Background: an optimization exercise with open tools, aiming at small area. Do not read the settings as production practice. In this exercise RTL edits were held to simulation tests only and were not proved equivalent to the original. The clock port is modelled as an ideal driver, which makes a skipped or thinned clock tree look cheaper than it is; a real chip needs a root buffer or a tree. Power is estimated from default activity; no workload was simulated.

==> build 56 <==
## zxkbd
module zxkbd
(
input               clk,
input               reset,
output              res_k,
output      [12:1]  f,
input               ps2_clk,
input               ps2_data,
input       [7:0]   zx_kb_scan,
output      [4:0]   zx_kb_out,
output      [4:0]   k_joy,        
output              num_joy
);
Settings: LEC_CHECK=0, ABC_AREA=1, CAP_MARGIN=0, CORE_MARGIN=2, CORE_UTILIZATION=40, PLACE_DENSITY=0.6, SLEW_MARGIN=0; clock period 5.0 ns.
standard.sh (not shown) runs the stock make flow with config.mk's settings and CLKGATE_MAP_FILE= SYNTH_SCRIPT=/design/flow/synth_recipe.tcl, a recipe that flattens the netlist after the stock synthesis.
==> flow/flow/run.sh <==
#!/bin/bash
# The standard ORFS flow (standard.sh) with three changes:
#  - synthesis maps with area-only ABC scripts, keeping the smallest result
#    (flow/my_synth.tcl, flow/abc_*.script),
#  - ports are buffered with buf_1 instead of the default buffer,
#  - the clock port drives four leaf buffers (one clkbuf_16, three clkbuf_8)
#    (flow/my_cts.tcl, run as ORFS's PRE_CTS_TCL hook).
set -euo pipefail
export MY_FLOW_DIR=$PWD
sed "s#SYNTH_SCRIPT=[^ ]*#SYNTH_SCRIPT=$PWD/flow/my_synth.tcl#" standard.sh > my_standard.sh
export BUFFER_PORTS_ARGS="-buffer_cell sky130_fd_sc_hd__buf_1"
export PRE_CTS_TCL=$PWD/flow/my_cts.tcl
bash my_standard.sh > standard.log 2>&1
==> flow/flow/my_cts.tcl <==
# PRE_CTS_TCL hook: a one-level clock tree built here instead of TritonCTS.
# The clock port drives four leaf buffers directly: one clkbuf_16 for a group
# of 34 (or so) flip-flops and three clkbuf_8 for groups of about 18, the
# groups made by recursive bisection of the placed flip-flop locations; each
# buffer sits at the centre of its flip-flops.
# clock_tree_synthesis is then skipped; the rest of ORFS's CTS step
# (legalisation, timing repair) runs as usual.
set db [ord::get_db]
set block [ord::get_db_block]
set clk [$block findNet clk]

set sinks {}
foreach it [$clk getITerms] {
  set bb [[$it getInst] getBBox]
  lappend sinks [list $it [expr {([$bb xMin] + [$bb xMax]) / 2}] [expr {([$bb yMin] + [$bb yMax]) / 2}]]
}
set n [llength $sinks]
# leaf cells and their share of the flip-flops
set leaves [list [list sky130_fd_sc_hd__clkbuf_16 34] [list sky130_fd_sc_hd__clkbuf_8 18] \
                 [list sky130_fd_sc_hd__clkbuf_8 18] [list sky130_fd_sc_hd__clkbuf_8 18]]

# split the sinks into groups whose sizes are proportional to the weights,
# cutting the longer side of their bounding box
proc split_sinks {sinks weights} {
  if {[llength $weights] <= 1} { return [list $sinks] }
  set xs {}; set ys {}
  foreach s $sinks { lappend xs [lindex $s 1]; lappend ys [lindex $s 2] }
  set xs [lsort -integer $xs]; set ys [lsort -integer $ys]
  set w [expr {[lindex $xs end] - [lindex $xs 0]}]
  set h [expr {[lindex $ys end] - [lindex $ys 0]}]
  set idx [expr {$w >= $h ? 1 : 2}]
  set sinks [lsort -integer -index $idx $sinks]
  set k [llength $weights]
  set ka [expr {$k / 2}]
  set wa [lrange $weights 0 [expr {$ka - 1}]]
  set wb [lrange $weights $ka end]
  set sa 0; foreach x $wa { incr sa $x }
  set st 0; foreach x $weights { incr st $x }
  set na [expr {int(round(double([llength $sinks]) * $sa / $st))}]
  return [concat [split_sinks [lrange $sinks 0 [expr {$na - 1}]] $wa] \
                 [split_sinks [lrange $sinks $na end] $wb]]
}

set weights {}
foreach l $leaves { lappend weights [lindex $l 1] }
set k 0
foreach g [split_sinks $sinks $weights] {
  set m [$db findMaster [lindex [lindex $leaves $k] 0]]
  set sx 0; set sy 0
  foreach s $g { incr sx [lindex $s 1]; incr sy [lindex $s 2] }
  set cx [expr {$sx / [llength $g]}]
  set cy [expr {$sy / [llength $g]}]
  set buf [odb::dbInst_create $block $m clkbuf_leaf_$k]
  set net [odb::dbNet_create $block clknet_leaf_$k]
  $net setSigType CLOCK
  [$buf findITerm A] connect $clk
  [$buf findITerm X] connect $net
  foreach s $g {
    set it [lindex $s 0]
    $it disconnect
    $it connect $net
  }
  $buf setLocation $cx $cy
  $buf setPlacementStatus PLACED
  puts "clock buffer clkbuf_leaf_$k ([$m getName]): [llength $g] flip-flops, at $cx $cy"
  incr k
}
$clk setSigType CLOCK
set_propagated_clock [all_clocks]

proc clock_tree_synthesis {args} {
  puts "clock_tree_synthesis skipped: the clock tree was built by flow/my_cts.tcl"
}
Other scripts of this flow, unchanged in this note and not shown: flow/flow/abc_a1.script, flow/flow/abc_a3.script, flow/flow/abc_b3.script, flow/flow/abc_b5.script, flow/flow/abc_b6.script, flow/flow/abc_c2.script, flow/flow/abc_d2.script, flow/flow/abc_e2.script, flow/flow/my_synth.tcl
==> trial 28 (differences from build 56) <==
--- a/flow/flow/run.sh
+++ b/flow/flow/run.sh
@@ -5,3 +5,3 @@
 #  - ports are buffered with buf_1 instead of the default buffer,
-#  - the clock port drives four leaf buffers (one clkbuf_16, three clkbuf_8)
+#  - the clock tree is a clkbuf_2 root driving five clkbuf_8 leaves
 #    (flow/my_cts.tcl, run as ORFS's PRE_CTS_TCL hook).
==> flow/flow/my_cts.tcl (replaced) <==
# PRE_CTS_TCL hook: a two-level clock tree built here instead of TritonCTS.
# The clock port drives one root buffer, which drives $nleaf leaf buffers,
# one per group of placed flip-flops (recursive bisection of the flip-flop
# locations into groups of equal size); each leaf buffer sits at the centre
# of its flip-flops, the root at the centre of the leaves.
# clock_tree_synthesis is then skipped; the rest of ORFS's CTS step
# (legalisation, timing repair) runs as usual.
set nleaf 5
set leafm [[ord::get_db] findMaster sky130_fd_sc_hd__clkbuf_8]
set rootm [[ord::get_db] findMaster sky130_fd_sc_hd__clkbuf_2]
set block [ord::get_db_block]
set clk [$block findNet clk]

set sinks {}
foreach it [$clk getITerms] {
  set bb [[$it getInst] getBBox]
  lappend sinks [list $it [expr {([$bb xMin] + [$bb xMax]) / 2}] [expr {([$bb yMin] + [$bb yMax]) / 2}]]
}

# split the sinks into k groups of (nearly) equal size, cutting the longer
# side of their bounding box
proc split_sinks {sinks k} {
  if {$k <= 1} { return [list $sinks] }
  set xs {}; set ys {}
  foreach s $sinks { lappend xs [lindex $s 1]; lappend ys [lindex $s 2] }
  set xs [lsort -integer $xs]; set ys [lsort -integer $ys]
  set w [expr {[lindex $xs end] - [lindex $xs 0]}]
  set h [expr {[lindex $ys end] - [lindex $ys 0]}]
  set idx [expr {$w >= $h ? 1 : 2}]
  set sinks [lsort -integer -index $idx $sinks]
  set ka [expr {$k / 2}]
  set kb [expr {$k - $ka}]
  set na [expr {([llength $sinks] * $ka + $k / 2) / $k}]
  return [concat [split_sinks [lrange $sinks 0 [expr {$na - 1}]] $ka] \
                 [split_sinks [lrange $sinks $na end] $kb]]
}

set root [odb::dbInst_create $block $rootm clkbuf_root]
set rnet [odb::dbNet_create $block clknet_root]
$rnet setSigType CLOCK
[$root findITerm A] connect $clk
[$root findITerm X] connect $rnet

set k 0
set lx 0; set ly 0
foreach g [split_sinks $sinks $nleaf] {
  set sx 0; set sy 0
  foreach s $g { incr sx [lindex $s 1]; incr sy [lindex $s 2] }
  set cx [expr {$sx / [llength $g]}]
  set cy [expr {$sy / [llength $g]}]
  set buf [odb::dbInst_create $block $leafm clkbuf_leaf_$k]
  set net [odb::dbNet_create $block clknet_leaf_$k]
  $net setSigType CLOCK
  [$buf findITerm A] connect $rnet
  [$buf findITerm X] connect $net
  foreach s $g {
    set it [lindex $s 0]
    $it disconnect
    $it connect $net
  }
  $buf setLocation $cx $cy
  $buf setPlacementStatus PLACED
  puts "clock buffer clkbuf_leaf_$k: [llength $g] flip-flops, at $cx $cy"
  incr lx $cx; incr ly $cy
  incr k
}
$root setLocation [expr {$lx / $k}] [expr {$ly / $k}]
$root setPlacementStatus PLACED
$clk setSigType CLOCK
set_propagated_clock [all_clocks]

proc clock_tree_synthesis {args} {
  puts "clock_tree_synthesis skipped: the clock tree was built by flow/my_cts.tcl"
}
- GPL_TIMING_DRIVEN: not set -> 0
==> trial 51 (differences from build 56) <==
--- a/flow/flow/run.sh
+++ b/flow/flow/run.sh
@@ -5,3 +5,3 @@
 #  - ports are buffered with buf_1 instead of the default buffer,
-#  - the clock port drives four leaf buffers (one clkbuf_16, three clkbuf_8)
+#  - the clock port drives four clkbuf_8 leaf buffers
 #    (flow/my_cts.tcl, run as ORFS's PRE_CTS_TCL hook).
==> flow/flow/my_cts.tcl (replaced) <==
# PRE_CTS_TCL hook: a one-level clock tree built here instead of TritonCTS.
# The clock port drives $nleaf leaf buffers directly, one per group of placed
# flip-flops (recursive bisection of the flip-flop locations into groups of
# equal size); each leaf buffer sits at the centre of its flip-flops.
# clock_tree_synthesis is then skipped; the rest of ORFS's CTS step
# (legalisation, timing repair) runs as usual.
set nleaf 4
set leafm [[ord::get_db] findMaster sky130_fd_sc_hd__clkbuf_8]
set block [ord::get_db_block]
set clk [$block findNet clk]

set sinks {}
foreach it [$clk getITerms] {
  set bb [[$it getInst] getBBox]
  lappend sinks [list $it [expr {([$bb xMin] + [$bb xMax]) / 2}] [expr {([$bb yMin] + [$bb yMax]) / 2}]]
}

# split the sinks into k groups of (nearly) equal size, cutting the longer
# side of their bounding box
proc split_sinks {sinks k} {
  if {$k <= 1} { return [list $sinks] }
  set xs {}; set ys {}
  foreach s $sinks { lappend xs [lindex $s 1]; lappend ys [lindex $s 2] }
  set xs [lsort -integer $xs]; set ys [lsort -integer $ys]
  set w [expr {[lindex $xs end] - [lindex $xs 0]}]
  set h [expr {[lindex $ys end] - [lindex $ys 0]}]
  set idx [expr {$w >= $h ? 1 : 2}]
  set sinks [lsort -integer -index $idx $sinks]
  set ka [expr {$k / 2}]
  set kb [expr {$k - $ka}]
  set na [expr {([llength $sinks] * $ka + $k / 2) / $k}]
  return [concat [split_sinks [lrange $sinks 0 [expr {$na - 1}]] $ka] \
                 [split_sinks [lrange $sinks $na end] $kb]]
}

set rnet $clk

set k 0
set lx 0; set ly 0
foreach g [split_sinks $sinks $nleaf] {
  set sx 0; set sy 0
  foreach s $g { incr sx [lindex $s 1]; incr sy [lindex $s 2] }
  set cx [expr {$sx / [llength $g]}]
  set cy [expr {$sy / [llength $g]}]
  set buf [odb::dbInst_create $block $leafm clkbuf_leaf_$k]
  set net [odb::dbNet_create $block clknet_leaf_$k]
  $net setSigType CLOCK
  [$buf findITerm A] connect $rnet
  [$buf findITerm X] connect $net
  foreach s $g {
    set it [lindex $s 0]
    $it disconnect
    $it connect $net
  }
  $buf setLocation $cx $cy
  $buf setPlacementStatus PLACED
  puts "clock buffer clkbuf_leaf_$k: [llength $g] flip-flops, at $cx $cy"
  incr lx $cx; incr ly $cy
  incr k
}
$clk setSigType CLOCK
set_propagated_clock [all_clocks]

proc clock_tree_synthesis {args} {
  puts "clock_tree_synthesis skipped: the clock tree was built by flow/my_cts.tcl"
}
- CORE_UTILIZATION: 40 -> 70
- GPL_TIMING_DRIVEN: not set -> 0
- PLACE_DENSITY: 0.6 -> 0.8
==> flow_metrics.py <==
metrics = {
    "pwr": {
        "p_leak_nw": 1.308,
    },
    "critical_path": {
        "crit_path_end": "zx_kb_out[0]",
        "rrSetupSlack_ns": 2.20,
        "critPathMostFrequentCell": "buf_1",
    },
    "run_status": {
        "status": "finished clean",
    },
    "global_route": {
        "grt_usage_pct": 17.73,
    },
}
The numbers above come from build 56.

==> flow_metrics.py <==
metrics = {
    "run_status": {
        "status": "finished clean",
    },
    "pwr": {
        "p_leak_nw": 1.294,
    },
    "global_route": {
        "grt_usage_pct": 18.00,
    },
    "critical_path": {
        "rrSetupSlack_ns": 2.08,
        "crit_path_end": "keymatrix_n[6][3]",
    },
    "routing": {
        "maxUsedRoutingLayer": "met4",
    },
}
The numbers above come from trial 28.

==> flow_metrics.py <==
metrics = {
    "pwr": {
        "p_leak_nw": 1.283,
    },
    "critical_path": {
        "crit_path_end": "keymatrix_n[4][0]",
        "rrSetupSlack_ns": 2.18,
    },
    "run_status": {
        "status": "finished clean",
    },
    "sta": {
        "whs_ns": 0.4183,
    },
    "global_route": {
        "grt_usage_pct": 26.82,
        "grt_pass1_wl_um": 12850,
    },
    "placed_design": {
        "place_hpwl_um": 5809,
    },
}
The numbers above come from trial 51.

In every run of this note, the design's own scripts or RTL, not TritonCTS, make the clock network.

-- port drivers added, routing unchanged --
The flow's constraints put no driver on any port. The routed layouts listed below were extracted and timed again, unchanged, in two steps. Step 1: set_driving_cell puts a clkbuf_16 on clk and a buf_2 on each other input, an assumption about the parent block. Step 2, shift: input delay + t, output delay - t, t = (earliest + latest rising clock arrival at the registers) / 2. This alone moves slack from input paths to output paths. a / b / c = ideal ports / drivers / drivers and shift; a / b = the first two.
run | t, ns | slack for setup (ns) | clock arrival spread, ns | worst slew at a driven data input, ns | pins driven straight from the clock port
build 56 | 0.237 | 2.158 / 2.134 / 2.134 | 0.026 / 0.026 | 0.03 | 4
trial 28 | 0.539 | 1.324 / 1.332 / 0.793 | 0.010 / 0.010 | 0.03 | 1
trial 51 | 0.228 | 1.088 / 1.125 / 0.897 | 0.008 / 0.007 | 0.03 | 4
After both steps setup and hold are still met in every run listed. For trial 28, which loses most, drivers alone change the setup slack by +0.008 ns; drivers and shift together by -0.531 ns.
